This design comes from an exercise in tuning for small area on the open sky130 flow, not from production work. RTL that was checked went through simulation tests only; none was proved equivalent to the original. Function not checked in runs 1 and 2: the RTL went through the layout flow alone. The clock port is modelled as an ideal driver; clocking choices that lean on that would not hold on a real chip. No activity file was given, so power comes from the tool's default toggle rates.

===== flow/design.v =====
`timescale 1ns / 1ps
module VGA(clock,sys_rst,switch,disp_RGB,hsync,vsync,up,down,left,right,middle,rst ,QC_OUT,QA_OUT);
input clock;     
input sys_rst;   
input[1:0]switch;
input rst;
output [7:0] QC_OUT;
output [3:0] QA_OUT;
input up,down,left,right,middle;
output[11:0]disp_RGB; 
output hsync; 
output vsync; 
reg [8:0] hbp;
reg [2:0] ha;
reg [6:0] vd;
reg [2:0] vc;
wire [6:0] hb = hbp[8:2];
wire vga_en = hbp[1] & hbp[0];
wire hb_end   = hbp[8] & hbp[7] & hbp[6] & (&hbp[4:0]);     
wire line_end = ha[2] & ha[1] & hbp[8] & (&hbp[5:0]);       
wire vd_end   = vd[6] & vd[5] & vd[4] & vd[2] & vd[1] & vd[0];  
wire frame_end = vc[2] & vd[5] & vd[3] & vd[2];               
always @(posedge clock)
    if (sys_rst) begin
        hbp <= 9'd2; ha <= 3'd0;
    end
    else if (line_end) begin
        hbp <= 9'd0; ha <= 3'd0;
    end
    else if (hb_end) begin
        hbp <= 9'd0; ha <= ha + 3'd1;
    end
    else hbp <= hbp + 9'd1;
always @(posedge clock)
    if (sys_rst) begin
        vd <= 7'd0; vc <= 3'd0;
    end
    else if (line_end) begin
        if (frame_end) begin
            vd <= 7'd0; vc <= 3'd0;
        end
        else if (vd_end) begin
            vd <= 7'd0; vc <= vc + 3'd1;
        end
        else vd <= vd + 7'd1;
    end
wire ha0 = (ha == 3'd0), ha1 = (ha == 3'd1), ha2 = (ha == 3'd2), ha3 = (ha == 3'd3),
     ha4 = (ha == 3'd4), ha5 = (ha == 3'd5), ha6 = (ha == 3'd6);
wire vc0 = (vc == 3'd0), vc1 = (vc == 3'd1), vc2 = (vc == 3'd2), vc3 = (vc == 3'd3),
     vc4 = (vc == 3'd4);
wire dat_act = ((ha1 & (hb >= 7'd23)) | ha2 | ha3 | ha4 | ha5 | (ha6 & (hb <= 7'd62))) &
               ((vc0 & (vd >= 7'd34)) | vc1 | vc2 | vc3 | (vc4 & (vd <= 7'd33)));
assign hsync = ~ha0 | (hb >= 7'd96);
assign vsync = ~vc0 | (vd >= 7'd2);
reg [1:0] m;
always @(posedge clock) begin
    m[0] <= ~(sys_rst | m[0] | m[1]);
    m[1] <= ~sys_rst & m[0];
end
wire t6_2 = ~hbp[0] & m[1];    
wire t6_1 =  hbp[0] & m[0];    
reg [14:0] l1s;               
wire l1s_end = ((l1s ^ 15'b010010110101100) & 15'b011111111101111) == 15'd0;
always @(posedge clock)
    l1s <= (sys_rst | l1s_end) ? 15'd0 : {~l1s[13:0], ~(l1s[14] ^ l1s[0])};
wire en_1s = l1s_end & t6_2;
reg [10:0] l50;               
wire l50_end = ((l50 ^ 11'b00110100111) & 11'b10110111111) == 11'd0;
always @(posedge clock)
    l50 <= (sys_rst | l50_end) ? 11'd0 : {~l50[9:0], l50[10] ^ l50[7]};
wire en_50ms = l50_end & t6_2;
reg [6:0] l96;                
wire l96_end = ((l96 ^ 7'b1000010) & 7'b1111010) == 7'd0;    
wire l96_65  = ((l96 ^ 7'b0011100) & 7'b0111101) == 7'd0;    
always @(posedge clock)
    l96 <= (sys_rst | l96_end) ? 7'd0 : {~l96[5:0], ~(l96[6] ^ l96[5])};
wire en_96hz = l96_end & t6_2;    
wire pre_96  = l96_65 & t6_1;     
reg [4:0] idx;
reg [2:0] weizhi;
always @* begin
    case(idx)
    5'd0:  weizhi=0;
    5'd1:  weizhi=4;
    5'd2:  weizhi=2;
    5'd3:  weizhi=1;
    5'd4:  weizhi=3;
    5'd5:  weizhi=0;
    5'd6:  weizhi=4;
    5'd7:  weizhi=1;
    5'd8:  weizhi=2;
    5'd9:  weizhi=4;
    5'd10: weizhi=0;
    5'd11: weizhi=2;
    5'd12: weizhi=1;
    5'd13: weizhi=3;
    5'd14: weizhi=1;
    5'd15: weizhi=0;
    5'd16: weizhi=3;
    5'd17: weizhi=2;
    5'd18: weizhi=1;
    5'd19: weizhi=4;
    default: weizhi=0;
    endcase
end
reg [1:0] s_t;  reg [3:0] s_u;
reg [1:0] c_t;  reg [3:0] c_u;
reg flag, flag_kaishi, flag_jieshu;
wire s_is30 = s_t[1] & s_t[0] & (s_u == 4'd0);
wire c_is0  = (c_t == 2'd0) & (c_u == 4'd0);
always @(posedge clock)
    if (sys_rst) begin
        idx <= 5'd31;
        s_t <= 2'd0; s_u <= 4'd0;
    end
    else if (en_1s) begin
        idx <= (idx == 5'd19) ? 5'd0 : idx + 5'd1;
        if (rst || s_is30) begin
            s_t <= 2'd0; s_u <= 4'd0;
        end
        else if (flag) begin
            if (s_u == 4'd9) begin
                s_u <= 4'd0; s_t <= s_t + 2'd1;
            end
            else s_u <= s_u + 4'd1;
        end
    end
always @(posedge clock)
    if (sys_rst || rst) begin
        c_t <= 2'd3; c_u <= 4'd0;
    end
    else if (en_1s && flag_kaishi && !c_is0) begin
        if (c_u == 4'd0) begin
            c_u <= 4'd9; c_t <= c_t - 2'd1;
        end
        else c_u <= c_u - 4'd1;
    end
reg [2:0] pos;
always @(posedge clock)
    if (sys_rst) begin
        pos <= 3'd5;
        flag <= 1'b0;
    end
    else if (en_50ms) begin
        pos <= weizhi;
        case (weizhi)
        3'd0: flag <= up;
        3'd1: flag <= left;
        3'd2: flag <= middle;
        3'd3: flag <= right;
        default: flag <= down;
        endcase
    end
wire hin = (hb >= 7'd30) && (hb <= 7'd90);
wire vin = (vd <= 7'd60);
reg inblock;
always @* begin
    case (pos)
    3'd0: inblock = ha3 & vc1;    
    3'd1: inblock = ha2 & vc2;    
    3'd2: inblock = ha3 & vc2;    
    3'd3: inblock = ha4 & vc2;    
    3'd4: inblock = ha3 & vc3;    
    default: inblock = ha2 & vc1;
    endcase
    inblock = inblock & hin & vin;
end
reg xa, xb;        
always @(posedge clock) begin
    xa <= ~inblock | flag;
    xb <= ~inblock | ~flag;
end
wire v_dat = (ha1 & (hb >= 7'd102)) | ((ha2 | ha3 | ha4) & (hb != 7'd1)) |
             (ha5 & (hb <= 7'd20) & (hb != 7'd1));
reg h_dat;
always @(posedge clock)
    if (vga_en)
        h_dat <= (vd != 7'd90) &
                 ((vc0 & (vd >= 7'd71)) | vc1 | vc2 | (vc3 & (vd <= 7'd109)));
wire hv = h_dat & v_dat;
wire go = flag_kaishi | up | down | left | right | middle;
reg d1a, d1b;      
always @(posedge clock)
    if (sys_rst) begin
        d1a <= 1'b0; d1b <= 1'b0;
        flag_kaishi <= 1'b0;
        flag_jieshu <= 1'b0;
    end
    else begin
        if (rst) begin
            d1a <= hv; d1b <= hv;
        end
        else if (go && !flag_jieshu) begin
            d1a <= hv & xa; d1b <= hv & xb;
        end
        flag_kaishi <= (!rst && (up || flag_kaishi)) || down || left || right || middle;
        flag_jieshu <= c_is0 || (!rst && flag_jieshu);
    end
reg da, db, ds;    
always @(posedge clock) begin
    da <= d1a; db <= d1b;
    ds <= switch[1] & switch[0];
end
wire pr = dat_act & ~ds & da;
wire pg = dat_act & ~ds & db;
wire pb = dat_act & ~ds & da & db;
assign disp_RGB = {pr, pr | (dat_act & ds), pr | (dat_act & ds), pr,
                   pg, pg | (dat_act & ds), pg, pg | (dat_act & ds),
                   pb, pb, pb | (dat_act & ds), pb};
reg [3:0] qa;
assign QA_OUT = qa;
always @(posedge clock)
    if (sys_rst) qa <= 4'b0000;
    else if (en_96hz) qa <= {qa[2:0], qa[3] | (qa == 4'b0000)};
reg [3:0] q;
always @(posedge clock)
    if (sys_rst) q <= 4'd0;
    else if (pre_96)
        case (1'b1)
        qa[0]: q <= {2'b00, s_t};
        qa[1]: q <= c_u;
        qa[2]: q <= {2'b00, c_t};
        qa[3]: q <= s_u;
        default: ;
        endcase
reg [3:0] qd;
always @(posedge clock)
    if (sys_rst) qd <= 4'd15;
    else if (vga_en) qd <= q;
reg [6:0] seg;
always @* begin
    case (qd)
    4'd0: seg = 7'b1111110;
    4'd1: seg = 7'b0110000;
    4'd2: seg = 7'b1101101;
    4'd3: seg = 7'b1111001;
    4'd4: seg = 7'b0110011;
    4'd5: seg = 7'b1011011;
    4'd6: seg = 7'b1011111;
    4'd7: seg = 7'b1110000;
    4'd8: seg = 7'b1111111;
    4'd9: seg = 7'b1111011;
    default: seg = 7'b0000000;
    endcase
end
assign QC_OUT = {seg, 1'b0};
endmodule

===== flow/flow/run.sh =====
#!/bin/bash
# Standard layout, with buf_1 port buffers and a smaller clock tree
# (clkbuf_8, large sink clusters, no dummy loads).
set -euo pipefail
bash standard.sh \
  "BUFFER_PORTS_ARGS=-buffer_cell sky130_fd_sc_hd__buf_1" \
  "CTS_ARGS=-sink_clustering_enable -repair_clock_nets -dont_use_dummy_load -buf_list sky130_fd_sc_hd__clkbuf_8 -sink_clustering_size 60 -sink_clustering_max_diameter 200" \
  finish > standard.log 2>&1

===== flow/standard.sh =====
#!/bin/bash
# synth_recipe.tcl (not shown) runs the flow's synth.tcl, then flattens the netlist and writes it again
# the make line also repeats each setting of config.mk as NAME=value (left out here)
make -C /OpenROAD-flow-scripts/flow DESIGN_CONFIG=/design/flow/config.mk WORK_HOME=/design/flow/orfs CLKGATE_MAP_FILE= SYNTH_SCRIPT=/design/flow/synth_recipe.tcl "${@:-finish}"

===== flow/config.mk =====
export PLATFORM = sky130hd
export DESIGN_NAME = VGA
export DESIGN_NICKNAME = VGA
export VERILOG_FILES = /design/flow/design.v
export SDC_FILE = /design/flow/constraint.sdc
export NUM_CORES = 4
export LEC_CHECK = 0
export CAP_MARGIN = 20
export CORE_MARGIN = 2
export CORE_UTILIZATION = 40
export SLEW_MARGIN = 20

===== flow/constraint.sdc =====
create_clock -name core_clock -period 10.0 [get_ports {clock}]
set_input_delay 2.0000 -clock core_clock [delete_from_list [all_inputs] [get_ports {clock}]]
set_output_delay 2.0000 -clock core_clock [all_outputs]
set_load 0.01 [all_outputs]

==> flow_metrics.env, run 1 <==
export IMPL_postLayoutCoreUtil=0.435
export IMPL_numCtsBuffers=9
export IMPL_worstSetupEndpointType="register"
export IMPL_syn_nets=640
export IMPL_dr_total_vias=4092
export IMPL_die_area_um2=13800
export IMPL_antenna_left=0
export IMPL_post_route_period_util=0.436
export IMPL_floorplan_die_width_um=118
export IMPL_ff_latch_area_um2=2210
export IMPL_hold_violations=0
export IMPL_ys_types=63
export IMPL_p_leak_nw=2.05
export IMPL_core_area_um2=12600
export IMPL_netlist_instances=599
export IMPL_diodes=0
export IMPL_fmax_mhz=229
export IMPL_wl_mm=10.5
export IMPL_track_usage=0.157
export IMPL_cap_viol_max_count=0
export IMPL_dp_cells=772
export IMPL_crit_type="primary input to register"
export IMPL_synth_edf_count=1
export IMPL_h_tree_depth=3
export IMPL_final_setup_tns_ns=0
export IMPL_synth_top_area_frac=0.422
export IMPL_drc_errors=0
export IMPL_p_int_uw=551
export IMPL_drive_gt1_frac=0.0411
export IMPL_whs_ns=0.355
export IMPL_floorplan_initialDensity=0.410
export IMPL_synth_largest_area_cell="dfxtp_1"
export IMPL_crit_arrival_ns=4.57
export IMPL_powerDensity_nw_per_um2=131
export IMPL_crit_fanout=51
export IMPL_fillCellCount=1250
export IMPL_synthTopCellsByArea="dfxtp_1, nor2_1, ha_1, mux2i_1, nand2_1"
export IMPL_switching_power_uw=166
export IMPL_critPathBufInv=4
export IMPL_syn_avg_cell_area_um2=8.63
export IMPL_async_reset_ff_frac=0
export IMPL_gp_congestion=0.832
export IMPL_tightest_slew_ns=1.11
export IMPL_antenna_found_initial=0
export IMPL_die_y_um=118
export IMPL_yosys_register_bits=110
export IMPL_synth_top_cells_by_count="dfxtp_1, nor2_1, nand2_1"
export IMPL_firstDrtPassIters=4
export IMPL_setup_ws_ns=5.64
export IMPL_nNetsFinal=652
export IMPL_drt_iter0_markers=304
export IMPL_yosysMostFrequentCell="dfxtp_1"
export IMPL_clockPowerShare=0.295
export IMPL_cp_top_family="buffers and inverters"
export IMPL_status="complete, no violations"
export IMPL_port_buffers=34
export IMPL_clk_latency_ns=0.38
export IMPL_clock_sinks=110
export IMPL_skew_ns=0.0367
export IMPL_required_ns=10.22
export IMPL_place_ws_ns=5.28
export IMPL_cts_hold_fix_buffers=0
export IMPL_grt_pass1_wl_mm=17.8
export IMPL_dpl_hpwl_mm=7.75
export IMPL_critPathLaunchType="primary input"
export IMPL_seq_area_frac_synth=0.428
export IMPL_first_global_vias=3772
export IMPL_maxSlewViolCount=0
export IMPL_setup_viol=0
export IMPL_cp_cell_sequence="clkbuf_2 -> buf_4 -> clkinv_1 -> nand3_1 -> inv_1 -> ha_1 -> nor4_1 -> a311oi_1 -> nand4bb_1 -> o221ai_1"
export IMPL_yosysWarnings=1
export IMPL_clkTransAtPathRegs_ns=0.08
export IMPL_slew_headroom=0.262
export IMPL_area_growth_pct=6.25
export IMPL_synthFlopType="dfxtp_1"
export IMPL_wl_per_cell_um=13.5
export IMPL_cts_max_path_buffers=2
export IMPL_period_needed_ns=4.36
export IMPL_final_instance_count_excl_fill=781
export IMPL_cts_setup_buffers=0
export IMPL_tritoncts="built"
export IMPL_crit_slowest_cell="clkinv_1"
export IMPL_root_buffer="clkbuf_8"
export IMPL_vias_per_cell=5.24
export IMPL_ir_worst_vdd_mv=0.0586
export IMPL_seq_power_share=0.649
export IMPL_cts_resized=0
export IMPL_grt_overflow=0
export IMPL_rsz0062_at_grt="false"
export IMPL_multiInputGateArea_um2=2680
export IMPL_grt_start_max_net_pins=52
export IMPL_p_sw_frac=0.231
export IMPL_cpPeakStageDelay_ns=0.68
export IMPL_hold_class="register to register"
export IMPL_ioPinCount=36
export IMPL_syn_area_um2=5170
export IMPL_combPwrFrac=0.056
export IMPL_rows=41
==> worst reg2reg max path: stages (launching register included) <==
cell and delay, ns:
dfxtp_1 0.33, or4b_4 0.56, or4_4 0.59, and2_1 0.23, a211oi_4 0.33, inv_1 0.11
ha_1 0.24, nor4_1 0.28, a311oi_1 0.09, nand4bb_1 0.13, o221ai_1 0.11
==> kinds of logic (layout without fill, tap and decap cells) <==
logic type / count (synthesis) / after routing / synth area share
XOR/XNOR: 20 / 20 / 0.0339
other: 1 / 1 / 0.000726
flip-flops: 110 / 110 / 0.428
AND/OR/NAND/NOR: 251 / 251 / 0.239
buffers and inverters: 67 / 77 / 0.0581
adder cells (fa/ha/maj): 31 / 31 / 0.0750
multiplexers: 22 / 22 / 0.0453
AO/OA/AOI/OAI: 97 / 97 / 0.120
==> worst paths after layout <==
kind	start	end	slack [ns]	cells past startpoint
max	sys_rst	weizhi[1]$_DFF_P_	5.64	10
min reg2reg	d1b$_SDFFE_PP0P_	db$_DFF_P_	0.36	0
min	d1b$_SDFFE_PP0P_	db$_DFF_P_	0.36	0
max reg2reg	l1s[12]$_SDFF_PP0_	weizhi[1]$_DFF_P_	6.84	10
==> routing by layer <==
layer	share of wire	up-vias	track usage	wire length (µm)
met5	0	-	0	0
met4	0.016	0	0.0550	165
met3	0.034	16	0.0325	355
met2	0.48	71	0.269	5080
met1	0.47	1929	0.194	4930
li1	-	2076	-	-
==> metrics by stage <==
stage	area, µm²	total power [mW]
after floorplan	5170	0.503
after global placement	5350	0.514
after detailed placement	5360	0.516
after CTS	5490	0.727
after global routing	5490	0.749
final	5490	0.717
==> final cells by class <==
cell class / count / share of cell area
Multi-Input combinational cell: 422 / 0.487
Sequential cell: 110 / 0.403
Tap cell: 172 / 0.0392
Timing Repair Buffer: 36 / 0.0262
Clock buffer: 9 / 0.0226
Inverter: 32 / 0.0219
==> power by group through the flow <==
stage	combinational, mW	clock (mW)	sequential, mW
3_3_place_gp	0.0390	0	0.475
3_5_place_dp	0.0402	0	0.476
4_1_cts	0.0405	0.221	0.466
6_report	0.0399	0.212	0.466
2_1_floorplan	0.0287	0	0.474
5_1_grt	0.0467	0.234	0.468
==> sequential cells by signal, summed over array words and instances, names as in the netlist, 3 cells and up <==
register  count
weizhi        3
idx           5
l50          11
s_u           4
pos           3
l1s          15
qa            4
vc            3
l96           7
qd            4
ha            3
hbp           9
q             4
seg           7
c_u           4
vd            7
==> cell usage in the layout (no fill, tap or decap), types with 4 or more instances in the layout <==
cell type and n:
nor4_1 7, nand2_1 45, nor2_1 104, nand3_1 18, and2_1 5, a21oi_1 21
nand4b_1 6, inv_1 31, a211oi_1 8, o21ai_0 31, a22oi_1 6, dfxtp_1 109
xnor2_1 15, clkbuf_8 9, nand4_1 6, ha_1 31, mux2i_1 20, o22ai_1 4
nor2b_1 7, nor3_1 20, buf_1 33, and3_1 7, xor2_1 5
==> run 2: changes to the inputs <==
==> flow/flow/run.sh (replaced) <==
#!/bin/bash
# Standard layout, with buf_1 port buffers and a smaller clock tree
# (clkbuf_16, large sink clusters, no dummy loads).
set -euo pipefail
bash standard.sh \
  "BUFFER_PORTS_ARGS=-buffer_cell sky130_fd_sc_hd__buf_1" \
  "CTS_ARGS=-sink_clustering_enable -repair_clock_nets -dont_use_dummy_load -buf_list sky130_fd_sc_hd__clkbuf_16 -sink_clustering_size 100 -sink_clustering_max_diameter 500" \
  finish > standard.log 2>&1
==> run 2 against run 1 <==
Against the previous run: largest cell class unchanged; sequential cell count unchanged; sequential power about the same; clock power rose by 41%; via count shrank 0.22%; critical path depth is the same; combinational power hardly changed.
==> flow_metrics.env, run 2 <==
export IMPL_status="complete, no violations"
export IMPL_drive_gt1_frac=0.0411
export IMPL_cts_setup_buffers=0
export IMPL_yosysWarnings=1
export IMPL_ys_types=63
export IMPL_final_common_cell="dfxtp_1"
export IMPL_syn_area_um2=5170
export IMPL_critPathLaunchType="primary input"
export IMPL_grt_start_max_net_pins=52
export IMPL_area_growth_pct=8.21
export IMPL_synth_top_cells_by_count="dfxtp_1, nor2_1, nand2_1"
export IMPL_crit_fanout=51
export IMPL_powerDensity_nw_per_um2=144
export IMPL_rsz0062_at_grt="false"
export IMPL_maxSlewViolCount=0
export IMPL_cap_viol_max_count=0
export IMPL_syn_avg_cell_area_um2=8.63
export IMPL_slew_headroom=0.266
export IMPL_antenna_found_initial=0
export IMPL_wl_per_cell_um=13.5
export IMPL_crit_arrival_ns=4.62
export IMPL_design_area_um2=5590
export IMPL_synthTopCellsByArea="dfxtp_1, nor2_1, ha_1, mux2i_1, nand2_1"
export IMPL_cpPeakStageDelay_ns=0.70
export IMPL_die_y_um=118
export IMPL_drc_errors=0
export IMPL_layout_common_cells="dfxtp_1, nor2_1, nand2_1, buf_1"
export IMPL_ir_worst_vdd_mv=0.0747
export IMPL_tritoncts="built"
export IMPL_seq_power_share=0.579
export IMPL_required_ns=10.20
export IMPL_switching_power_uw=175
export IMPL_netlist_instances=599
export IMPL_cts_hold_fix_buffers=0
export IMPL_wl_mm=10.6
export IMPL_first_global_vias=3790
export IMPL_synth_top_area_frac=0.422
export IMPL_cp_cell_sequence="clkbuf_2 -> buf_4 -> clkinv_1 -> nand3_1 -> inv_1 -> ha_1 -> nor4_1 -> a311oi_1 -> nand4bb_1 -> o221ai_1"
export IMPL_skew_ns=0.0237
export IMPL_async_reset_ff_frac=0
export IMPL_floorplan_initialDensity=0.410
export IMPL_critPathBufInv=4
export IMPL_worstSetupEndpointType="register"
export IMPL_yosys_register_bits=110
export IMPL_port_buffers=34
export IMPL_cts_resized=0
export IMPL_clkTransAtPathRegs_ns=0.06
export IMPL_antenna_left=0
export IMPL_gp_congestion=0.832
export IMPL_p_leak_nw=2.09
export IMPL_die_area_um2=13800
export IMPL_setup_viol=0
export IMPL_clk_latency_ns=0.35
export IMPL_postLayoutCoreUtil=0.443
export IMPL_seq_area_frac_synth=0.428
export IMPL_yosysMostFrequentCell="dfxtp_1"
export IMPL_nNetsFinal=652
export IMPL_p_sw_frac=0.218
export IMPL_fmax_mhz=226
export IMPL_firstDrtPassIters=4
export IMPL_crit_type="primary input to register"
export IMPL_period_needed_ns=4.42
export IMPL_root_buffer="clkbuf_16"
export IMPL_rows=41
export IMPL_top_regs="l1s x15, l50 x11, hbp x9"
export IMPL_h_tree_depth=3
export IMPL_dpl_instance_area_um2=5360
export IMPL_largest_register_ffs=15
export IMPL_dpl_hpwl_mm=7.75
export IMPL_hold_class="register to register"
export IMPL_finalPower_uw=805
export IMPL_cp_top_family="buffers and inverters"
export IMPL_fillCellCount=1237
export IMPL_cts_max_path_buffers=2
export IMPL_hold_violations=0
export IMPL_track_usage=0.157
export IMPL_clock_sinks=110
export IMPL_crit_slowest_cell="clkinv_1"
export IMPL_drt_iter0_markers=322
export IMPL_ioPinCount=36
export IMPL_grt_pass1_wl_mm=17.9
export IMPL_combPwrFrac=0.050
export IMPL_top_register="l1s"
export IMPL_grt_overflow=0
export IMPL_final_setup_tns_ns=0
export IMPL_synth_largest_area_cell="dfxtp_1"
export IMPL_synth_edf_count=1
export IMPL_clockPowerShare=0.371
export IMPL_p_int_uw=630
export IMPL_synthFlopType="dfxtp_1"
export IMPL_diodes=0
export IMPL_dr_total_vias=4083
export IMPL_tightest_slew_ns=1.10
export IMPL_whs_ns=0.352
export IMPL_numCtsBuffers=9
export IMPL_syn_nets=640
export IMPL_floorplan_die_width_um=118
export IMPL_vias_per_cell=5.23
export IMPL_core_area_um2=12600
export IMPL_post_route_period_util=0.442
[run 2: changes by cell type in the layout (fill, tap and decap cells not counted)]
| cell | previous run | this run |
|---|---|---|
| clkbuf_16 | 0 | 9 |
| clkbuf_8 | 9 | 0 |
[run 2: worst paths after layout]
kind	start	endpoint	slack (ns)	cells past startpoint
max	sys_rst	weizhi[1]$_DFF_P_	5.58	10
min	d1b$_SDFFE_PP0P_	db$_DFF_P_	0.35	0
max reg2reg	l1s[12]$_SDFF_PP0_	weizhi[1]$_DFF_P_	6.86	10
min reg2reg	d1b$_SDFFE_PP0P_	db$_DFF_P_	0.35	0
[run 2: stage by stage]
step	instances	worst slack, ns
global placement	772	5.41
floorplan	599	6.23
CTS	781	5.62
global route	781	5.28
detailed placement	772	5.28
finish	781	5.58
[run 2: logic make-up after synthesis]
logic type / after synthesis / share of synthesized area
flip-flops: 110 / 0.428
multiplexers: 22 / 0.0453
AO/OA/AOI/OAI: 97 / 0.120
AND/OR/NAND/NOR: 251 / 0.239
XOR/XNOR: 20 / 0.0339
adder cells (fa/ha/maj): 31 / 0.0750
other: 1 / 0.000726
buffers and inverters: 67 / 0.0581
[run 2: power groups by stage]
stage / Sequential, mW / Combinational [mW] / Clock, mW
final: 0.466 / 0.0401 / 0.298
after global routing: 0.468 / 0.0468 / 0.325
after CTS: 0.466 / 0.0405 / 0.309
after detailed placement: 0.476 / 0.0402 / 0
after global placement: 0.475 / 0.0390 / 0
after floorplan: 0.474 / 0.0287 / 0
[run 2: metal layers]
| layer | track usage | vias up | wire length (µm) |
|---|---|---|---|
| li1 | - | 2081 | - |
| met1 | 0.196 | 1918 | 4970 |
| met2 | 0.269 | 71 | 5060 |
| met3 | 0.0354 | 13 | 371 |
| met4 | 0.0505 | 0 | 159 |
| met5 | 0 | - | 0 |
[run 2: area by class of cell]
class	count	area (µm²)	area share
sequential	110	2210	0.396
inverter	32	120	0.0215
timing repair buffer	36	144	0.0257
multi-input combinational	422	2680	0.479
clock buffer	9	225	0.0403
tap	172	215	0.0385
==> run 3: changes to the inputs <==
--- a/flow/design.v
+++ b/flow/design.v
@@ -77,32 +77,28 @@
 wire en_96hz = l96_end & t6_2;    
 wire pre_96  = l96_65 & t6_1;     
 reg [4:0] idx;
-reg [2:0] weizhi;
-always @* begin
-    case(idx)
-    5'd0:  weizhi=0;
-    5'd1:  weizhi=4;
-    5'd2:  weizhi=2;
-    5'd3:  weizhi=1;
-    5'd4:  weizhi=3;
-    5'd5:  weizhi=0;
-    5'd6:  weizhi=4;
-    5'd7:  weizhi=1;
-    5'd8:  weizhi=2;
-    5'd9:  weizhi=4;
-    5'd10: weizhi=0;
-    5'd11: weizhi=2;
-    5'd12: weizhi=1;
-    5'd13: weizhi=3;
-    5'd14: weizhi=1;
-    5'd15: weizhi=0;
-    5'd16: weizhi=3;
-    5'd17: weizhi=2;
-    5'd18: weizhi=1;
-    5'd19: weizhi=4;
-    default: weizhi=0;
-    endcase
-end
+wire [2:0] weizhi =
+    (idx == 5'd0) ? 3'd0 :
+    (idx == 5'd1) ? 3'd4 :
+    (idx == 5'd2) ? 3'd2 :
+    (idx == 5'd3) ? 3'd1 :
+    (idx == 5'd4) ? 3'd3 :
+    (idx == 5'd5) ? 3'd0 :
+    (idx == 5'd6) ? 3'd4 :
+    (idx == 5'd7) ? 3'd1 :
+    (idx == 5'd8) ? 3'd2 :
+    (idx == 5'd9) ? 3'd4 :
+    (idx == 5'd10) ? 3'd0 :
+    (idx == 5'd11) ? 3'd2 :
+    (idx == 5'd12) ? 3'd1 :
+    (idx == 5'd13) ? 3'd3 :
+    (idx == 5'd14) ? 3'd1 :
+    (idx == 5'd15) ? 3'd0 :
+    (idx == 5'd16) ? 3'd3 :
+    (idx == 5'd17) ? 3'd2 :
+    (idx == 5'd18) ? 3'd1 :
+    (idx == 5'd19) ? 3'd4 :
+    3'd0;
 reg [1:0] s_t;  reg [3:0] s_u;
 reg [1:0] c_t;  reg [3:0] c_u;
 reg flag, flag_kaishi, flag_jieshu;
@@ -227,21 +223,17 @@
 always @(posedge clock)
     if (sys_rst) qd <= 4'd15;
     else if (vga_en) qd <= q;
-reg [6:0] seg;
-always @* begin
-    case (qd)
-    4'd0: seg = 7'b1111110;
-    4'd1: seg = 7'b0110000;
-    4'd2: seg = 7'b1101101;
-    4'd3: seg = 7'b1111001;
-    4'd4: seg = 7'b0110011;
-    4'd5: seg = 7'b1011011;
-    4'd6: seg = 7'b1011111;
-    4'd7: seg = 7'b1110000;
-    4'd8: seg = 7'b1111111;
-    4'd9: seg = 7'b1111011;
-    default: seg = 7'b0000000;
-    endcase
-end
+wire [6:0] seg =
+    (qd == 4'd0) ? 7'b1111110 :
+    (qd == 4'd1) ? 7'b0110000 :
+    (qd == 4'd2) ? 7'b1101101 :
+    (qd == 4'd3) ? 7'b1111001 :
+    (qd == 4'd4) ? 7'b0110011 :
+    (qd == 4'd5) ? 7'b1011011 :
+    (qd == 4'd6) ? 7'b1011111 :
+    (qd == 4'd7) ? 7'b1110000 :
+    (qd == 4'd8) ? 7'b1111111 :
+    (qd == 4'd9) ? 7'b1111011 :
+    7'b0000000;
 assign QC_OUT = {seg, 1'b0};
 endmodule
==> flow/flow/run.sh (replaced) <==
#!/bin/bash
# Standard layout, with buf_1 port buffers and a smaller clock tree
# (clkbuf_8, large sink clusters, no dummy loads).
set -euo pipefail
bash standard.sh \
  "BUFFER_PORTS_ARGS=-buffer_cell sky130_fd_sc_hd__buf_1" \
  "CTS_ARGS=-sink_clustering_enable -repair_clock_nets -dont_use_dummy_load -buf_list sky130_fd_sc_hd__clkbuf_8 -sink_clustering_size 60 -sink_clustering_max_diameter 200" \
  finish > standard.log 2>&1
==> run 3 against run 2 <==
Against the previous run: synthesized area decreased by 5.5%; global-route usage grew 0.24 points; highest routed layer unchanged; sequential cell count is 10 lower; fmax fell by 0.66%; clock skew hardly changed; combinational power fell by 13%; hold slack improved by 0.017 ns; still clean on timing, DRC and antenna; via count decreased by 3.7%; worst setup slack worse by 0.029 ns; largest cell class unchanged; register-to-register slack better by 0.34 ns.
==> flow_metrics.env, run 3 <==
export IMPL_status="complete, no violations"
export IMPL_syn_nets=617
export IMPL_dpl_hpwl_mm=7.34
export IMPL_drc_errors=0
export IMPL_cpPeakStageDelay_ns=0.47
export IMPL_clock_sinks=100
export IMPL_tightest_slew_ns=0.941
export IMPL_antenna_left=0
export IMPL_core_area_um2=12000
export IMPL_yosysWarnings=1
export IMPL_ir_worst_vdd_mv=0.0772
export IMPL_clockPowerShare=0.305
export IMPL_switching_power_uw=154
export IMPL_ioPinCount=36
export IMPL_synth_compound_area_frac=0.124
export IMPL_yosysMostFrequentCell="dfxtp_1"
export IMPL_seq_area_frac_synth=0.412
export IMPL_required_ns=8.00
export IMPL_crit_slowest_cell="or3b_2"
export IMPL_powerDensity_nw_per_um2=129
export IMPL_p_sw_frac=0.232
export IMPL_vias_per_cell=5.39
export IMPL_synthFlopType="dfxtp_1"
export IMPL_grt_overflow=0
export IMPL_yosys_area_share_adder=0.0641
export IMPL_synth_largest_area_cell="dfxtp_1"
export IMPL_dr_total_vias=3932
export IMPL_combPwrFrac=0.053
export IMPL_cts_max_path_buffers=2
export IMPL_netlist_instances=582
export IMPL_die_y_um=114
export IMPL_cp_top_family="simple AND/OR/NAND/NOR gates"
export IMPL_largest_register_ffs=15
export IMPL_crit_path_frequent_cell="a21oi_1"
export IMPL_critPathLaunchType="register"
export IMPL_clk_latency_ns=0.36
export IMPL_ys_types=63
export IMPL_hold_class="register to register"
export IMPL_drt_iter0_markers=264
export IMPL_wl_per_cell_um=13.8
export IMPL_syn_avg_cell_area_um2=8.39
export IMPL_cp_cell_sequence="inv_1 -> ha_1 -> or3b_2 -> a21oi_1 -> o31ai_1 -> a31oi_1 -> a21oi_1 -> and4b_1 -> buf_1"
export IMPL_firstDrtPassIters=4
export IMPL_p_leak_nw=1.96
export IMPL_crit_arrival_ns=2.45
export IMPL_post_route_period_util=0.445
export IMPL_seq_power_share=0.642
export IMPL_antenna_found_initial=0
export IMPL_track_usage=0.160
export IMPL_first_global_vias=3661
export IMPL_critPathBufInv=2
export IMPL_rsz0062_at_grt="false"
export IMPL_drive_gt1_frac=0.0430
export IMPL_final_common_cell="dfxtp_1"
export IMPL_root_buffer="clkbuf_8"
export IMPL_gp_congestion=0.818
export IMPL_p_int_uw=508
export IMPL_hold_violations=0
export IMPL_ff2ff_setup_slack_ns=7.20
export IMPL_synth_mux_area_frac=0.0397
export IMPL_postLayoutCoreUtil=0.428
export IMPL_port_buffers=34
export IMPL_yosys_register_bits=100
export IMPL_top_regs="l1s x15, l50 x11, hbp x9"
export IMPL_cts_resized=0
export IMPL_floorplan_die_width_um=114
export IMPL_crit_type="register to primary output"
export IMPL_tritoncts="built"
export IMPL_cap_viol_max_count=0
export IMPL_numCtsBuffers=9
export IMPL_crit_fanout=6
export IMPL_slew_headroom=0.373
export IMPL_die_area_um2=13100
export IMPL_area_growth_pct=4.84
export IMPL_worstSetupEndpointType="primary output"
export IMPL_grt_pass1_wl_mm=16.9
export IMPL_cts_hold_fix_buffers=0
export IMPL_fmax_mhz=225
export IMPL_async_reset_ff_frac=0
export IMPL_cts_setup_buffers=0
export IMPL_setup_viol=0
export IMPL_synth_xor_area_frac=0.0377
export IMPL_fillCellCount=1206
export IMPL_synth_top_cells_by_count="dfxtp_1, nor2_1, nand2_1"
export IMPL_ff_latch_area_um2=2010
export IMPL_multiInputGateArea_um2=2600
export IMPL_synth_top_family_by_area="simple AND/OR/NAND/NOR gates"
export IMPL_period_needed_ns=4.45
export IMPL_nNetsFinal=619
export IMPL_floorplan_initialDensity=0.408
export IMPL_wl_mm=10.1
export IMPL_skew_ns=0.0236
export IMPL_layout_common_cells="dfxtp_1, nor2_1, nand2_1, buf_1, a21oi_1"
export IMPL_maxSlewViolCount=0
export IMPL_whs_ns=0.370
export IMPL_diodes=0
export IMPL_clkTransAtPathRegs_ns=0.08
export IMPL_synth_edf_count=1
export IMPL_rows=40
export IMPL_grt_start_max_net_pins=46
export IMPL_yosys_area_share_simple=0.264
export IMPL_h_tree_depth=3
export IMPL_final_setup_tns_ns=0
export IMPL_synth_top_area_frac=0.406
export IMPL_top_register="l1s"
export IMPL_syn_area_um2=4880
export IMPL_synthTopCellsByArea="dfxtp_1, nor2_1, ha_1, nand2_1, mux2i_1"
[run 3: kinds of logic (layout without fill, tap and decap cells)]
| family | after synthesis | count (layout) |
|---|---|---|
| AOI/OAI and AO/OA | 96 | 96 |
| xor gates and xnor gates | 21 | 21 |
| other | 1 | 1 |
| buffers and inverters | 63 | 63 |
| muxes | 18 | 18 |
| adders and majority gates | 25 | 25 |
| and+or+nand+nor | 258 | 258 |
| DFF | 100 | 100 |
[run 3: worst reg2reg max path: cells and delay by family, from the launching register on]
| family | cells | cell delay (ns) |
|---|---|---|
| compound gates | 4 | 0.76 |
| simple gates | 2 | 0.74 |
| fa+ha+maj | 2 | 0.49 |
| mux | 1 | 0.37 |
| flops | 1 | 0.36 |
[run 3: power groups by stage]
stage / Clock, mW / Combinational [mW] / Sequential (mW)
3_5_place_dp: 0 / 0.0352 / 0.434
2_1_floorplan: 0 / 0.0297 / 0.429
4_1_cts: 0.212 / 0.0354 / 0.425
6_report: 0.202 / 0.0350 / 0.425
5_1_grt: 0.227 / 0.0396 / 0.428
3_3_place_gp: 0 / 0.0342 / 0.434
[run 3: layout make-up]
class,instances,share of cell area
clock buffers,9,0.0242
inverters,20,0.0147
multi-input cells,419,0.507
flip-flops and latches,100,0.393
well taps,147,0.0359
repair buffers,34,0.0252
[run 3: worst paths after layout]
check	from	end	cells past startpoint
max reg2reg	idx[0]$_SDFFE_PP1P_	flag$_SDFFE_PP0P_	9
min	d1b$_SDFFE_PP0P_	db$_DFF_P_	0
min reg2reg	d1b$_SDFFE_PP0P_	db$_DFF_P_	0
max	ha[1]$_SDFFE_PP0P_	disp_RGB[0]	9
[run 3: through the flow]
step / worst slack [ns] / instances / total power, mW / cell area [µm²]
final: 5.55 / 729 / 0.662 / 5120
after global routing: 5.30 / 729 / 0.694 / 5120
after CTS: 5.51 / 729 / 0.673 / 5110
after detailed placement: 5.91 / 720 / 0.469 / 4990
after global placement: 5.99 / 720 / 0.468 / 4990
after floorplan: 6.06 / 582 / 0.459 / 4880
[run 3: per-layer routing]
metal	share of wire	up-vias	track usage
met2	0.46	85	0.261
met4	0.020	0	0.0553
met5	0	-	0
met3	0.038	20	0.0434
met1	0.48	1826	0.203
li1	-	2001	-
==> run 4: changes to the inputs <==
--- a/flow/design.v
+++ b/flow/design.v
@@ -78,27 +78,27 @@
 wire pre_96  = l96_65 & t6_1;     
 reg [4:0] idx;
 wire [2:0] weizhi =
-    (idx == 5'd0) ? 3'd0 :
-    (idx == 5'd1) ? 3'd4 :
-    (idx == 5'd2) ? 3'd2 :
+    (idx == 5'd0) ? 3'd4 :
+    (idx == 5'd1) ? 3'd2 :
+    (idx == 5'd2) ? 3'd0 :
     (idx == 5'd3) ? 3'd1 :
     (idx == 5'd4) ? 3'd3 :
-    (idx == 5'd5) ? 3'd0 :
-    (idx == 5'd6) ? 3'd4 :
+    (idx == 5'd5) ? 3'd4 :
+    (idx == 5'd6) ? 3'd2 :
     (idx == 5'd7) ? 3'd1 :
-    (idx == 5'd8) ? 3'd2 :
-    (idx == 5'd9) ? 3'd4 :
-    (idx == 5'd10) ? 3'd0 :
-    (idx == 5'd11) ? 3'd2 :
+    (idx == 5'd8) ? 3'd0 :
+    (idx == 5'd9) ? 3'd2 :
+    (idx == 5'd10) ? 3'd4 :
+    (idx == 5'd11) ? 3'd0 :
     (idx == 5'd12) ? 3'd1 :
     (idx == 5'd13) ? 3'd3 :
     (idx == 5'd14) ? 3'd1 :
-    (idx == 5'd15) ? 3'd0 :
+    (idx == 5'd15) ? 3'd4 :
     (idx == 5'd16) ? 3'd3 :
-    (idx == 5'd17) ? 3'd2 :
+    (idx == 5'd17) ? 3'd0 :
     (idx == 5'd18) ? 3'd1 :
-    (idx == 5'd19) ? 3'd4 :
-    3'd0;
+    (idx == 5'd19) ? 3'd2 :
+    3'd4;
 reg [1:0] s_t;  reg [3:0] s_u;
 reg [1:0] c_t;  reg [3:0] c_u;
 reg flag, flag_kaishi, flag_jieshu;
@@ -133,16 +133,12 @@
     end
 reg [2:0] pos;
 always @(posedge clock)
-    if (sys_rst) begin
-        pos <= 3'd5;
-        flag <= 1'b0;
-    end
-    else if (en_50ms) begin
+    if (en_50ms) begin
         pos <= weizhi;
         case (weizhi)
-        3'd0: flag <= up;
+        3'd4: flag <= up;
         3'd1: flag <= left;
-        3'd2: flag <= middle;
+        3'd0: flag <= middle;
         3'd3: flag <= right;
         default: flag <= down;
         endcase
@@ -152,12 +148,11 @@
 reg inblock;
 always @* begin
     case (pos)
-    3'd0: inblock = ha3 & vc1;    
+    3'd4: inblock = ha3 & vc1;    
     3'd1: inblock = ha2 & vc2;    
-    3'd2: inblock = ha3 & vc2;    
+    3'd0: inblock = ha3 & vc2;    
     3'd3: inblock = ha4 & vc2;    
-    3'd4: inblock = ha3 & vc3;    
-    default: inblock = ha2 & vc1;
+    default: inblock = ha3 & vc3;    
     endcase
     inblock = inblock & hin & vin;
 end
==> run 4 against run 3 <==
Against the previous run: fmax increased by 4.5%; worst setup slack improved by 0.19 ns; global-route usage increased by 0.12 points; synthesized area increased by 2.3%; routed wire length increased by 0.78%; die area increased by 2.3%; power about the same; hold slack got worse by 0.0051 ns; utilization increased by 0.65 points; synthesized cell count increased by 2.7%; clock power about the same; critical path type unchanged; critical endpoint unchanged; highest routed layer unchanged.
==> flow_metrics.env, run 4 <==
export IMPL_yosysMostFrequentCell="nor2_1"
export IMPL_dpl_instance_area_um2=5130
export IMPL_die_area_um2=13400
export IMPL_cts_hold_fix_buffers=0
export IMPL_dp_cells=757
export IMPL_clock_sinks=100
export IMPL_hold_class="register to register"
export IMPL_yosys_register_bits=100
export IMPL_antenna_left=0
export IMPL_yosysWarnings=1
export IMPL_seq_area_frac_synth=0.411
export IMPL_worstHoldStart="d1b$_SDFFE_PP0P_"
export IMPL_cts_resized=0
export IMPL_synthFlopType="dfxtp_1"
export IMPL_async_reset_ff_frac=0
export IMPL_r2r_start="idx[0]$_SDFFE_PP1P_"
export IMPL_maxSlewViolCount=0
export IMPL_powerDensity_nw_per_um2=126
export IMPL_die_y_um=116
export IMPL_ir_worst_vdd_mv=0.0877
export IMPL_grt_pass1_wl_mm=17.3
export IMPL_post_route_period_util=0.426
export IMPL_rows=40
export IMPL_crit_type="register to primary output"
export IMPL_first_global_vias=3785
export IMPL_design_area_um2=5260
export IMPL_cap_viol_max_count=0
export IMPL_final_common_cell="nor2_1"
export IMPL_synth_edf_count=5
export IMPL_ff2ff_setup_slack_ns=7.18
export IMPL_hold_path_depth=0
export IMPL_cts_setup_buffers=0
export IMPL_rsz0062_at_grt="false"
export IMPL_setup_viol=0
export IMPL_top_regs="l1s x15, l50 x11, hbp x9"
export IMPL_clkTransAtPathRegs_ns=0.08
export IMPL_postLayoutCoreUtil=0.435
export IMPL_layout_common_cells="nor2_1, dfxtp_1, nand2_1, a21oi_1, buf_1"
export IMPL_drc_errors=0
export IMPL_hold_path_end="db$_DFF_P_"
export IMPL_clk_latency_ns=0.36
export IMPL_area_growth_pct=5.31
export IMPL_syn_area_um2=5000
export IMPL_largest_register_ffs=15
export IMPL_place_ws_ns=6.14
export IMPL_synth_largest_area_cell="dfxtp_1"
export IMPL_syn_nets=633
export IMPL_whs_ns=0.365
export IMPL_ioPinCount=36
export IMPL_root_buffer="clkbuf_8"
export IMPL_netlist_instances=598
export IMPL_gp_congestion=0.818
export IMPL_skew_ns=0.0120
export IMPL_grt_overflow=0
export IMPL_wl_mm=10.1
export IMPL_h_tree_depth=3
export IMPL_drive_gt1_frac=0.0468
export IMPL_setup_ws_ns=5.74
export IMPL_slew_headroom=0.570
export IMPL_antenna_found_initial=0
export IMPL_numCtsBuffers=9
export IMPL_r2r_end="flag$_DFFE_PP_"
export IMPL_vias_per_cell=5.19
export IMPL_track_usage=0.161
export IMPL_synthTopCellsByArea="dfxtp_1, nor2_1, ha_1, a21oi_1, mux2i_1"
export IMPL_syn_avg_cell_area_um2=8.36
export IMPL_tightest_slew_ns=0.640
export IMPL_port_buffers=34
export IMPL_nNetsFinal=635
export IMPL_crit_arrival_ns=2.26
export IMPL_fmax_mhz=235
export IMPL_required_ns=8.00
export IMPL_floorplan_initialDensity=0.413
export IMPL_wl_per_cell_um=13.2
export IMPL_diodes=0
export IMPL_final_setup_tns_ns=0
export IMPL_hold_violations=0
export IMPL_tritoncts="built"
export IMPL_reg2reg_depth=9
export IMPL_top_register="l1s"
export IMPL_finalPower_uw=662
export IMPL_p_leak_nw=1.99
export IMPL_dr_total_vias=3979
export IMPL_core_area_um2=12100
export IMPL_worstSetupEndpointType="primary output"
export IMPL_drt_iter0_markers=343
export IMPL_dpl_hpwl_mm=7.36
export IMPL_critPathLaunchType="register"
export IMPL_cts_max_path_buffers=2
export IMPL_synth_top_area_frac=0.381
export IMPL_firstDrtPassIters=4
export IMPL_grt_start_max_net_pins=45
export IMPL_floorplan_die_width_um=116
export IMPL_synth_top_cells_by_count="nor2_1, dfxtp_1, nand2_1"
export IMPL_status="complete, no violations"
export IMPL_final_instance_count_excl_fill=766
export IMPL_ys_types=69
export IMPL_crit_fanout=8
export IMPL_period_needed_ns=4.26
==> run 4: kinds of logic after synthesis <==
| family | Yosys count | share of synthesized area |
|---|---|---|
| DFF | 100 | 0.411 |
| buffers and inverters | 67 | 0.0596 |
| and+or+nand+nor | 269 | 0.274 |
| adders and majority gates | 25 | 0.0626 |
| xor gates and xnor gates | 16 | 0.0280 |
| muxes | 20 | 0.0408 |
| other | 1 | 0.000750 |
| AOI/OAI and AO/OA | 100 | 0.124 |
==> run 4: critical path, stage by stage, from the launching register on <==
cell and delay [ns]:
dfxtp_1 0.46, and3_1 0.30, nand2_1 0.08, o31ai_1 0.23
nand2_1 0.08, a31o_2 0.28, nor3_1 0.28, buf_1 0.19
==> run 4: cell type report <==
class	count	area [µm²]
multi-input combinational	431	2650
sequential	100	2050
inverter	23	86.3
tap	168	210
clock buffer	9	124
fill	1243	6850
timing repair buffer	35	136
==> run 4: worst max path at each step <==
stage                             startpoint     endpoint  slack (ns)
after floorplan           vd[2]$_SDFFE_PP0P_  disp_RGB[0]        6.23
after global placement    vd[2]$_SDFFE_PP0P_  disp_RGB[2]        6.19
after detailed placement  vd[1]$_SDFFE_PP0P_  disp_RGB[0]        6.14
after CTS                  hbp[3]$_SDFF_PP0_  disp_RGB[0]        5.73
after global routing       hbp[3]$_SDFF_PP0_  disp_RGB[0]        5.58
final                      hbp[3]$_SDFF_PP0_  disp_RGB[0]        5.74
==> run 4: power by group <==
group | internal [mW] | switching (mW) | leakage (nW)
clock | 0.0810 | 0.120 | 0.0647
sequential | 0.415 | 0.0117 | 0.833
combinational | 0.0136 | 0.0201 | 1.10
==> run 4: per-layer routing <==
metal,up-vias,global-route usage,part of all wire
li1,2046,-,-
met1,1841,0.196,0.45
met2,80,0.282,0.49
met3,12,0.0350,0.038
met4,0,0.0540,0.014
met5,-,0,0
==> run 5: changes to the inputs <==
==> flow/flow/run.sh (replaced) <==
#!/bin/bash
# 1. standard synthesis (the standard flow's own, unchanged);
# 2. its combinational logic re-mapped by ABC with an area-oriented script
#    (deepsyn + area mapping); flip-flops are untouched (same cells, names, nets);
# 3. the standard layout from that netlist, with buf_1 port buffers and a
#    smaller clock tree (clkbuf_8, large sink clusters, no dummy loads).
# Every tool writes its full output to a log file here.
set -euo pipefail
F=$(cd "$(dirname "$0")" && pwd)
W=$(pwd)
R=$W/orfs/results/$FLOW_PLATFORM/VGA/base
LIB=$FLOW_HOME/platforms/$FLOW_PLATFORM/lib/sky130_fd_sc_hd__tt_025C_1v80.lib

bash standard.sh synth > synth.log 2>&1
cp $R/1_2_yosys.v $W/std_1_2_yosys.v

python3 $F/mkmodels.py $LIB $W/std_1_2_yosys.v $W/models.v > models.log 2>&1
DU=""
for c in $(sed -n '/DONT_USE_CELLS/,/^$/p' $FLOW_HOME/platforms/$FLOW_PLATFORM/config.mk | grep -o "sky130_fd_sc_hd__[a-z0-9_]*"); do
  DU="$DU -dont_use $c"
done
echo "strash; &get -n; &deepsyn -T 90; &put; dch -f; amap; topo" > $W/area.abc
sed -e "s|@WORK@|$W|g" -e "s|@LIB@|$LIB|g" -e "s|@DONTUSE@|$DU|g" $F/remap.ys.in > $W/remap.ys
yosys -s $W/remap.ys > remap.log 2>&1
cp $W/remap_1_2_yosys.v $R/1_2_yosys.v

bash standard.sh \
  "BUFFER_PORTS_ARGS=-buffer_cell sky130_fd_sc_hd__buf_1" \
  "CTS_ARGS=-sink_clustering_enable -repair_clock_nets -dont_use_dummy_load -buf_list sky130_fd_sc_hd__clkbuf_8 -sink_clustering_size 60 -sink_clustering_max_diameter 200" \
  finish > standard.log 2>&1
==> flow/flow/mkmodels.py (new file) <==
# Write Verilog models of the sky130hd cells a netlist uses: combinational cells
# as assigns (from the liberty functions), flip-flops as blackboxes.
import re, sys
lib=open(sys.argv[1]).read(); net=open(sys.argv[2]).read()
used=sorted(set(re.findall(r'^\s*(sky130_fd_sc_hd__\w+)\s',net,re.M)))
def cellbody(name):
    i=lib.index('cell ("%s")'%name); depth=0; j=lib.index('{',i)
    k=j
    while True:
        if lib[k]=='{': depth+=1
        elif lib[k]=='}':
            depth-=1
            if depth==0: break
        k+=1
    return lib[j:k]
def vexpr(f):
    f=f.replace('!','~').replace('*','&').replace('+','|')
    f=re.sub(r'\)\s*\(',') & (',f)
    f=re.sub(r'(\w)\s+(\w)',r'\1 & \2',f)
    f=re.sub(r'(\w)\s+(\w)',r'\1 & \2',f)
    f=re.sub(r'\)\s+(\w|~|\()',r') & \1',f)
    f=re.sub(r'(\w)\s+(\(|~)',r'\1 & \2',f)
    return f
out=[]
for c in used:
    b=cellbody(c)
    locs=[(m.start(),m.group(1)) for m in re.finditer(r'(?<!pg_)pin \("(\w+)"\)',b)]
    pins=[(p,b[st:st+400]) for st,p in locs]
    ins=[];outs=[]
    for p,body in pins:
        d=re.search(r'direction\s*:\s*"(\w+)"',body).group(1)
        if d=='input': ins.append(p)
        else:
            fm=re.search(r'function\s*:\s*"([^"]*)"',body)
            outs.append((p,fm.group(1) if fm else None))
    seq=('ff (' in b) or ('latch (' in b) or any(f is None for _,f in outs)
    ports=ins+[o for o,_ in outs]
    if seq:
        out.append('(* blackbox *)\nmodule %s(%s);\n'%(c,', '.join(ports))+''.join('  input %s;\n'%p for p in ins)+''.join('  output %s;\n'%o for o,_ in outs)+'endmodule\n')
    else:
        out.append('module %s(%s);\n'%(c,', '.join(ports))+''.join('  input %s;\n'%p for p in ins)+''.join('  output %s;\n  assign %s = %s;\n'%(o,o,vexpr(f)) for o,f in outs)+'endmodule\n')
open(sys.argv[3],'w').write('\n'.join(out))
==> flow/flow/remap.ys.in (new file) <==
# Re-map the combinational logic of the standard synthesis for area.
# Flip-flops are blackboxes here, so they keep their cells, names and nets.
read_verilog @WORK@/models.v
read_verilog @WORK@/std_1_2_yosys.v
hierarchy -top VGA
flatten
hierarchy -top VGA
read_liberty -lib -overwrite @LIB@
proc
techmap
opt -fast
opt_clean -purge
abc -liberty @LIB@ @DONTUSE@ -script @WORK@/area.abc
splitnets
opt_clean -purge
hilomap -singleton -hicell sky130_fd_sc_hd__conb_1 HI -locell sky130_fd_sc_hd__conb_1 LO
insbuf -buf sky130_fd_sc_hd__buf_1 A X
rename -hide w:*.*
opt_clean -purge
rename -enumerate -pattern rmp_%
hierarchy -top VGA
tee -o @WORK@/remap_stat.txt stat -liberty @LIB@
check -assert
write_verilog -noattr -nohex -nodec @WORK@/remap_1_2_yosys.v
==> run 5 against run 4 <==
Against the previous run: still clean; register-to-register slack got worse by 0.25 ns; cell count fell by 14%; via count shrank 14%; worst setup slack worse by 0.53 ns; critical path depth is 4 higher; sequential share of layout area is 8.0 points higher.
==> flow_metrics.env, run 5 <==
export IMPL_track_usage=0.159
export IMPL_antenna_found_initial=0
export IMPL_top_regs="l1s x15, l50 x11, hbp x9"
export IMPL_reg2reg_depth=14
export IMPL_ir_worst_vdd_mv=0.0942
export IMPL_numCtsBuffers=9
export IMPL_port_buffers=34
export IMPL_cts_hold_fix_buffers=0
export IMPL_wl_mm=8.29
export IMPL_hold_class="register to register"
export IMPL_worstSetupEndpointType="primary output"
export IMPL_p_int_uw=515
export IMPL_crit_fanout=5
export IMPL_required_ns=8.00
export IMPL_slew_headroom=0.647
export IMPL_combPwrFrac=0.068
export IMPL_switching_power_uw=155
export IMPL_design_area_um2=4370
export IMPL_dpl_hpwl_mm=6.25
export IMPL_top_register="l1s"
export IMPL_grt_pass1_wl_mm=14.1
export IMPL_crit_arrival_ns=2.79
export IMPL_grt_start_max_net_pins=32
export IMPL_cts_resized=0
export IMPL_status="complete, no violations"
export IMPL_final_common_cell="nor2_1"
export IMPL_antenna_left=0
export IMPL_nNetsFinal=538
export IMPL_setup_viol=0
export IMPL_floorplan_die_width_um=104
export IMPL_first_global_vias=3094
export IMPL_diodes=0
export IMPL_h_tree_depth=3
export IMPL_rsz0062_at_grt="false"
export IMPL_p_leak_nw=1.50
export IMPL_maxSlewViolCount=0
export IMPL_hold_path_end="db$_DFF_P_"
export IMPL_hold_path_depth=0
export IMPL_seq_power_share=0.639
export IMPL_setup_ws_ns=5.21
export IMPL_clkTransAtPathRegs_ns=0.09
export IMPL_worstHoldStart="d1b$_SDFFE_PP0P_"
export IMPL_largest_register_ffs=15
export IMPL_tightest_slew_ns=0.530
export IMPL_drt_iter0_markers=152
export IMPL_hold_violations=0
export IMPL_skew_ns=0.0290
export IMPL_grt_overflow=0
export IMPL_dr_total_vias=3412
export IMPL_clk_latency_ns=0.36
export IMPL_clockPowerShare=0.293
export IMPL_die_area_um2=10900
export IMPL_syn_area_um2=4030
export IMPL_layout_common_cells="nor2_1, dfxtp_1, clkinv_1, buf_1, nand2_1"
export IMPL_final_setup_tns_ns=0
export IMPL_ff2ff_setup_slack_ns=6.93
export IMPL_syn_avg_cell_area_um2=7.98
export IMPL_yosysWarnings=1
export IMPL_netlist_instances=505
export IMPL_drive_gt1_frac=0.0209
export IMPL_p_sw_frac=0.231
export IMPL_critPathLaunchType="register"
export IMPL_cts_setup_buffers=0
export IMPL_powerDensity_nw_per_um2=153
export IMPL_floorplan_initialDensity=0.412
export IMPL_drc_errors=0
export IMPL_tritoncts="built"
export IMPL_firstDrtPassIters=4
export IMPL_ioPinCount=36
export IMPL_post_route_period_util=0.479
export IMPL_postLayoutCoreUtil=0.447
export IMPL_r2r_end="vc[2]$_SDFFE_PP0P_"
export IMPL_die_y_um=104
export IMPL_syn_nets=515
export IMPL_clock_sinks=100
export IMPL_area_growth_pct=8.51
export IMPL_dpl_instance_area_um2=4250
export IMPL_crit_type="register to primary output"
export IMPL_period_needed_ns=4.79
export IMPL_place_ws_ns=5.66
export IMPL_cts_max_path_buffers=2
export IMPL_r2r_start="hbp[0]$_SDFF_PP0_"
export IMPL_fmax_mhz=209
export IMPL_cap_viol_max_count=0
export IMPL_gp_congestion=0.838
export IMPL_rows=36
export IMPL_root_buffer="clkbuf_8"
export IMPL_vias_per_cell=5.18
export IMPL_wl_per_cell_um=12.6
export IMPL_core_area_um2=9770
-- run 5: worst max path at each step --
stage / start / end / slack (ns) / cells after the start
4_1_cts: hbp[3]$_SDFF_PP0_ / disp_RGB[0] / 5.26 / 11
2_1_floorplan: hbp[2]$_SDFF_PP0_ / disp_RGB[0] / 5.89 / 11
3_3_place_gp: hbp[2]$_SDFF_PP0_ / disp_RGB[0] / 5.74 / 11
3_5_place_dp: hbp[2]$_SDFF_PP0_ / disp_RGB[0] / 5.66 / 11
5_1_grt: hbp[3]$_SDFF_PP0_ / disp_RGB[0] / 4.99 / 11
6_report: hbp[3]$_SDFF_PP0_ / disp_RGB[0] / 5.21 / 11
-- run 5: layout make-up --
| cell class | instances | area, µm² |
|---|---|---|
| Sequential cell | 100 | 2050 |
| Fill cell | 1011 | 5400 |
| Timing Repair Buffer | 36 | 143 |
| Clock buffer | 9 | 124 |
| Tap cell | 133 | 166 |
| Multi-Input combinational cell | 310 | 1620 |
| Inverter | 71 | 267 |
-- run 5: metal layers --
| metal | vias up | GRT usage | share of wire |
|---|---|---|---|
| met4 | 0 | 0.0444 | 0.0096 |
| met5 | - | 0 | 0 |
| li1 | 1768 | - | - |
| met1 | 1566 | 0.201 | 0.48 |
| met3 | 6 | 0.0432 | 0.042 |
| met2 | 72 | 0.265 | 0.47 |
-- run 5: worst max-delay path: stages (launching register included) --
cell	delay, ns
dfxtp_1	0.35
clkinv_1	0.13
a21oi_1	0.15
nor2_1	0.07
nor4_1	0.32
o21a_1	0.18
nor2_1	0.05
a221o_1	0.35
or2_0	0.23
nor2b_1	0.19
nor2b_1	0.22
buf_1	0.17
-- run 5: power by group through the flow --
stage	sequential, mW	combinational (mW)	clock (mW)
global route	0.431	0.0520	0.222
floorplan	0.435	0.0347	0
detailed placement	0.438	0.0456	0
CTS	0.429	0.0458	0.207
global placement	0.438	0.0451	0
finish	0.428	0.0455	0.197
-- run 5: through the flow --
stage	hold slack, ns	cells	total power, mW
6_report	0.361	659	0.670
5_1_grt	0.372	659	0.705
4_1_cts	0.363	659	0.682
3_5_place_dp	0.346	650	0.483
3_3_place_gp	0.344	650	0.483
2_1_floorplan	0.338	505	0.470
==> run 6: changes to the inputs <==
==> flow/flow/run.sh (replaced) <==
#!/bin/bash
# 1. standard synthesis (the standard flow's own, unchanged);
# 2. its combinational logic re-mapped by ABC for area: several scripts
#    (deepsyn, then area-oriented mapping) run in parallel and the smallest
#    netlist is kept; flip-flops are untouched (same cells, names, nets);
# 3. the standard layout from that netlist, with buf_1 port buffers and a
#    smaller clock tree (clkbuf_8, large sink clusters, no dummy loads).
# Every tool writes its full output to a log file here.
set -euo pipefail
F=$(cd "$(dirname "$0")" && pwd)
W=$(pwd)
R=$W/orfs/results/$FLOW_PLATFORM/VGA/base
LIB=$FLOW_HOME/platforms/$FLOW_PLATFORM/lib/sky130_fd_sc_hd__tt_025C_1v80.lib

bash standard.sh synth > synth.log 2>&1
cp $R/1_2_yosys.v $W/std_1_2_yosys.v

python3 $F/mkmodels.py $LIB $W/std_1_2_yosys.v $W/models.v > models.log 2>&1
DU=""
for c in $(sed -n '/DONT_USE_CELLS/,/^$/p' $FLOW_HOME/platforms/$FLOW_PLATFORM/config.mk | grep -o "sky130_fd_sc_hd__[a-z0-9_]*"); do
  DU="$DU -dont_use $c"
done
python3 $F/remap.py $W $LIB "$DU" ${NUM_CORES:-4} > remap.log 2>&1
cp $W/remap_1_2_yosys.v $R/1_2_yosys.v

bash standard.sh \
  "BUFFER_PORTS_ARGS=-buffer_cell sky130_fd_sc_hd__buf_1" \
  "PRE_CTS_TCL=$F/pre_cts.tcl" \
  "CTS_ARGS=-sink_clustering_enable -repair_clock_nets -dont_use_dummy_load -buf_list sky130_fd_sc_hd__clkbuf_8 -sink_clustering_size 60 -sink_clustering_max_diameter 200" \
  finish > standard.log 2>&1
==> flow/flow/pre_cts.tcl (new file) <==
set_max_fanout 30 [current_design]
==> flow/flow/remap.py (new file) <==
#!/usr/bin/env python3
"""Re-map the combinational logic of the standard synthesis for area.

Runs yosys (remap.ys.in) with several ABC scripts in parallel, each in its own
folder with its own log, and copies the smallest result to remap_1_2_yosys.v.
Flip-flops are blackboxes in every run, so they keep their cells, names and nets.
usage: remap.py WORK LIB DONTUSE_ARGS JOBS
"""
import os, re, subprocess, sys, shutil
from concurrent.futures import ThreadPoolExecutor
work, lib, dontuse, jobs = sys.argv[1], sys.argv[2], sys.argv[3], int(sys.argv[4])
here = os.path.dirname(os.path.abspath(__file__))
tmpl = open(os.path.join(here, 'remap.ys.in')).read()
pre = 'strash; &get -n; &deepsyn -J %d -S %d; &put; dch -f'
maps = ['amap', '&get -n; &nf -p -R 1000 -E 10 -a; &put', '&get -n; &nf -p -R 1000 -E 20 -a; &put']
scripts = []
for seed in (0, 1, 2):
    for m in maps:
        scripts.append('%s; %s; topo' % (pre % (100, seed), m))
def run(i):
    d = os.path.join(work, 'remap_%02d' % i)
    os.makedirs(d, exist_ok=True)
    open(os.path.join(d, 'area.abc'), 'w').write(scripts[i] + '\n')
    ys = tmpl.replace('@IN@', os.path.join(work, 'std_1_2_yosys.v')).replace('@MODELS@', os.path.join(work, 'models.v'))
    ys = ys.replace('@WORK@', d).replace('@LIB@', lib).replace('@DONTUSE@', dontuse)
    open(os.path.join(d, 'remap.ys'), 'w').write(ys)
    with open(os.path.join(d, 'remap.log'), 'w') as log:
        r = subprocess.run(['yosys', '-s', os.path.join(d, 'remap.ys')], stdout=log, stderr=subprocess.STDOUT)
    try:
        area = float(re.search(r'Chip area for module .*?: ([\d.]+)', open(os.path.join(d, 'remap_stat.txt')).read()).group(1))
    except Exception:
        area = None
    return i, r.returncode, area
with ThreadPoolExecutor(jobs) as ex:
    res = list(ex.map(run, range(len(scripts))))
ok = [(a, i) for i, rc, a in res if rc == 0 and a is not None]
for i, rc, a in res:
    print('run %02d rc %d area %s script: %s' % (i, rc, a, scripts[i]))
best = min(ok)
print('best run %02d area %.3f' % (best[1], best[0]))
shutil.copy(os.path.join(work, 'remap_%02d' % best[1], 'remap_1_2_yosys.v'), os.path.join(work, 'remap_1_2_yosys.v'))
--- a/flow/flow/remap.ys.in
+++ b/flow/flow/remap.ys.in
@@ -1,7 +1,7 @@
 # Re-map the combinational logic of the standard synthesis for area.
 # Flip-flops are blackboxes here, so they keep their cells, names and nets.
-read_verilog @WORK@/models.v
-read_verilog @WORK@/std_1_2_yosys.v
+read_verilog @MODELS@
+read_verilog @IN@
 hierarchy -top VGA
 flatten
 hierarchy -top VGA
==> run 6 against run 5 <==
Against the previous run: still clean on timing, DRC and antenna; utilization grew 0.066 points; non-clock buffer count grew 1; power shrank 1.5%; synthesized area shrank 0.78%; clock power is essentially flat; worst setup slack gained 0.52 ns; sequential cell count is the same; highest routed layer unchanged.
==> flow_metrics.env, run 6 <==
export IMPL_cap_viol_max_count=0
export IMPL_wl_per_cell_um=13.4
export IMPL_fmax_mhz=234
export IMPL_port_buffers=34
export IMPL_drc_errors=0
export IMPL_skew_ns=0.0231
export IMPL_hold_class="register to register"
export IMPL_dr_total_vias=3302
export IMPL_drt_iter0_markers=233
export IMPL_floorplan_initialDensity=0.411
export IMPL_maxSlewViolCount=0
export IMPL_hold_violations=0
export IMPL_r2r_end="vd[4]$_SDFFE_PP0P_"
export IMPL_antenna_left=0
export IMPL_clock_sinks=100
export IMPL_die_y_um=104
export IMPL_wl_mm=8.29
export IMPL_cts_hold_fix_buffers=0
export IMPL_grt_pass1_wl_mm=13.6
export IMPL_yosysWarnings=1
export IMPL_floorplan_die_width_um=104
export IMPL_first_global_vias=2864
export IMPL_powerDensity_nw_per_um2=151
export IMPL_tightest_slew_ns=0.828
export IMPL_cts_setup_buffers=0
export IMPL_track_usage=0.155
export IMPL_clk_latency_ns=0.35
export IMPL_hold_path_end="da$_DFF_P_"
export IMPL_syn_nets=473
export IMPL_postLayoutCoreUtil=0.448
export IMPL_grt_overflow=0
export IMPL_switching_power_uw=149
export IMPL_layout_common_cells="dfxtp_1, nor2_1, nand2_1, buf_1, nor3_1"
export IMPL_diodes=0
export IMPL_required_ns=10.22
export IMPL_crit_arrival_ns=4.49
export IMPL_cts_resized=0
export IMPL_r2r_start="hbp[0]$_SDFF_PP0_"
export IMPL_netlist_instances=463
export IMPL_period_needed_ns=4.27
export IMPL_clkTransAtPathRegs_ns=0.07
export IMPL_syn_avg_cell_area_um2=8.63
export IMPL_gp_congestion=0.892
export IMPL_ir_worst_vdd_mv=0.118
export IMPL_ioPinCount=36
export IMPL_rsz0062_at_grt="false"
export IMPL_core_area_um2=9730
export IMPL_slew_headroom=0.443
export IMPL_antenna_found_initial=0
export IMPL_syn_area_um2=4000
export IMPL_setup_viol=0
export IMPL_top_regs="l1s x15, l50 x11, hbp x9"
export IMPL_vias_per_cell=5.34
export IMPL_dpl_instance_area_um2=4210
export IMPL_final_setup_tns_ns=0
export IMPL_die_area_um2=10800
export IMPL_numCtsBuffers=9
export IMPL_rows=36
export IMPL_critPathLaunchType="primary input"
export IMPL_reg2reg_depth=8
export IMPL_dp_cells=607
export IMPL_grt_start_max_net_pins=34
export IMPL_finalPower_uw=660
export IMPL_clockPowerShare=0.300
export IMPL_final_common_cell="dfxtp_1"
export IMPL_design_area_um2=4360
export IMPL_worstHoldStart="d1a$_SDFFE_PP0P_"
export IMPL_combPwrFrac=0.053
export IMPL_drive_gt1_frac=0.0247
export IMPL_crit_type="primary input to register"
export IMPL_largest_register_ffs=15
export IMPL_dpl_hpwl_mm=5.89
export IMPL_final_instance_count_excl_fill=618
export IMPL_p_int_uw=511
export IMPL_p_leak_nw=1.55
export IMPL_top_register="l1s"
export IMPL_post_route_period_util=0.427
export IMPL_worstSetupEndpointType="register"
export IMPL_status="complete, no violations"
export IMPL_nNetsFinal=497
export IMPL_seq_power_share=0.647
export IMPL_area_growth_pct=9.02
export IMPL_crit_fanout=17
export IMPL_p_sw_frac=0.226
export IMPL_ff2ff_setup_slack_ns=7.58
export IMPL_firstDrtPassIters=5
export IMPL_hold_path_depth=0
export IMPL_tritoncts="built"
## run 6: cell count changes in the layout (fill, tap and decap cells not counted), moves of 5 or more
| cell | change |
|---|---|
| nor2_1 | -27 |
| a211oi_1 | -11 |
| nand2_1 | +10 |
| clkinv_1 | -60 |
| nand2b_1 | +9 |
| o21a_1 | +6 |
| and2_0 | +9 |
| nor3_1 | +5 |
| nand3_1 | -8 |
| xor2_1 | +5 |
| and3_1 | +7 |
| a21oi_1 | +10 |
## run 6: area by class of cell
| class | instances | area (µm²) |
|---|---|---|
| sequential | 100 | 2050 |
| clock buffer | 9 | 124 |
| fill | 970 | 5370 |
| multi-input combinational | 328 | 1810 |
| inverter | 11 | 41.3 |
| tap | 133 | 166 |
| timing repair buffer | 37 | 160 |
## run 6: power groups by stage
stage               combinational, mW  sequential (mW)  clock (mW)
floorplan                      0.0248            0.433           0
global placement               0.0332            0.436           0
detailed placement             0.0341            0.436           0
CTS                            0.0343            0.427       0.209
global route                   0.0401            0.429       0.222
finish                         0.0352            0.427       0.198
## run 6: metal layers
metal  vias to the layer above  GRT usage  wire (µm)
met5                         -          0          0
met4                         0     0.0598        161
met3                        14     0.0508        420
met2                        78      0.234       3600
met1                      1513      0.205       4110
li1                       1697          -          -
## run 6: critical path, cell delays in order
cell             delay, ns
buf_1                 0.06
buf_4                 0.16
clkdlybuf4s50_1       0.87
buf_8                 0.23
clkinv_1              0.36
nand2_1               0.33
or2_0                 0.28
a21oi_1               0.07
o21a_1                0.11
## run 6: per-stage QoR
stage / setup slack, ns / hold slack (ns)
final: 5.73 / 0.355
after global placement: 6.29 / 0.340
after detailed placement: 6.20 / 0.344
after CTS: 5.85 / 0.358
after floorplan: 6.46 / 0.331
after global routing: 5.57 / 0.365
## run 6: how the worst max path moves through the flow
stage | start | to | slack [ns]
2_1_floorplan | hbp[6]$_SDFF_PP0_ | disp_RGB[0] | 6.46
3_3_place_gp | hbp[6]$_SDFF_PP0_ | disp_RGB[3] | 6.29
3_5_place_dp | sys_rst | vd[4]$_SDFFE_PP0P_ | 6.20
4_1_cts | vd[1]$_SDFFE_PP0P_ | disp_RGB[3] | 5.85
5_1_grt | sys_rst | vd[4]$_SDFFE_PP0P_ | 5.57
6_report | sys_rst | vd[4]$_SDFFE_PP0P_ | 5.73

Re-timed with assumed drivers on the ports (clkbuf_16 on the clock, buf_2 on other inputs), run 6 has 5.740 ns of setup slack against 5.730 ns with ideal ports, and 5.364 ns once port delays also move by the mid clock arrival of 0.376 ns.
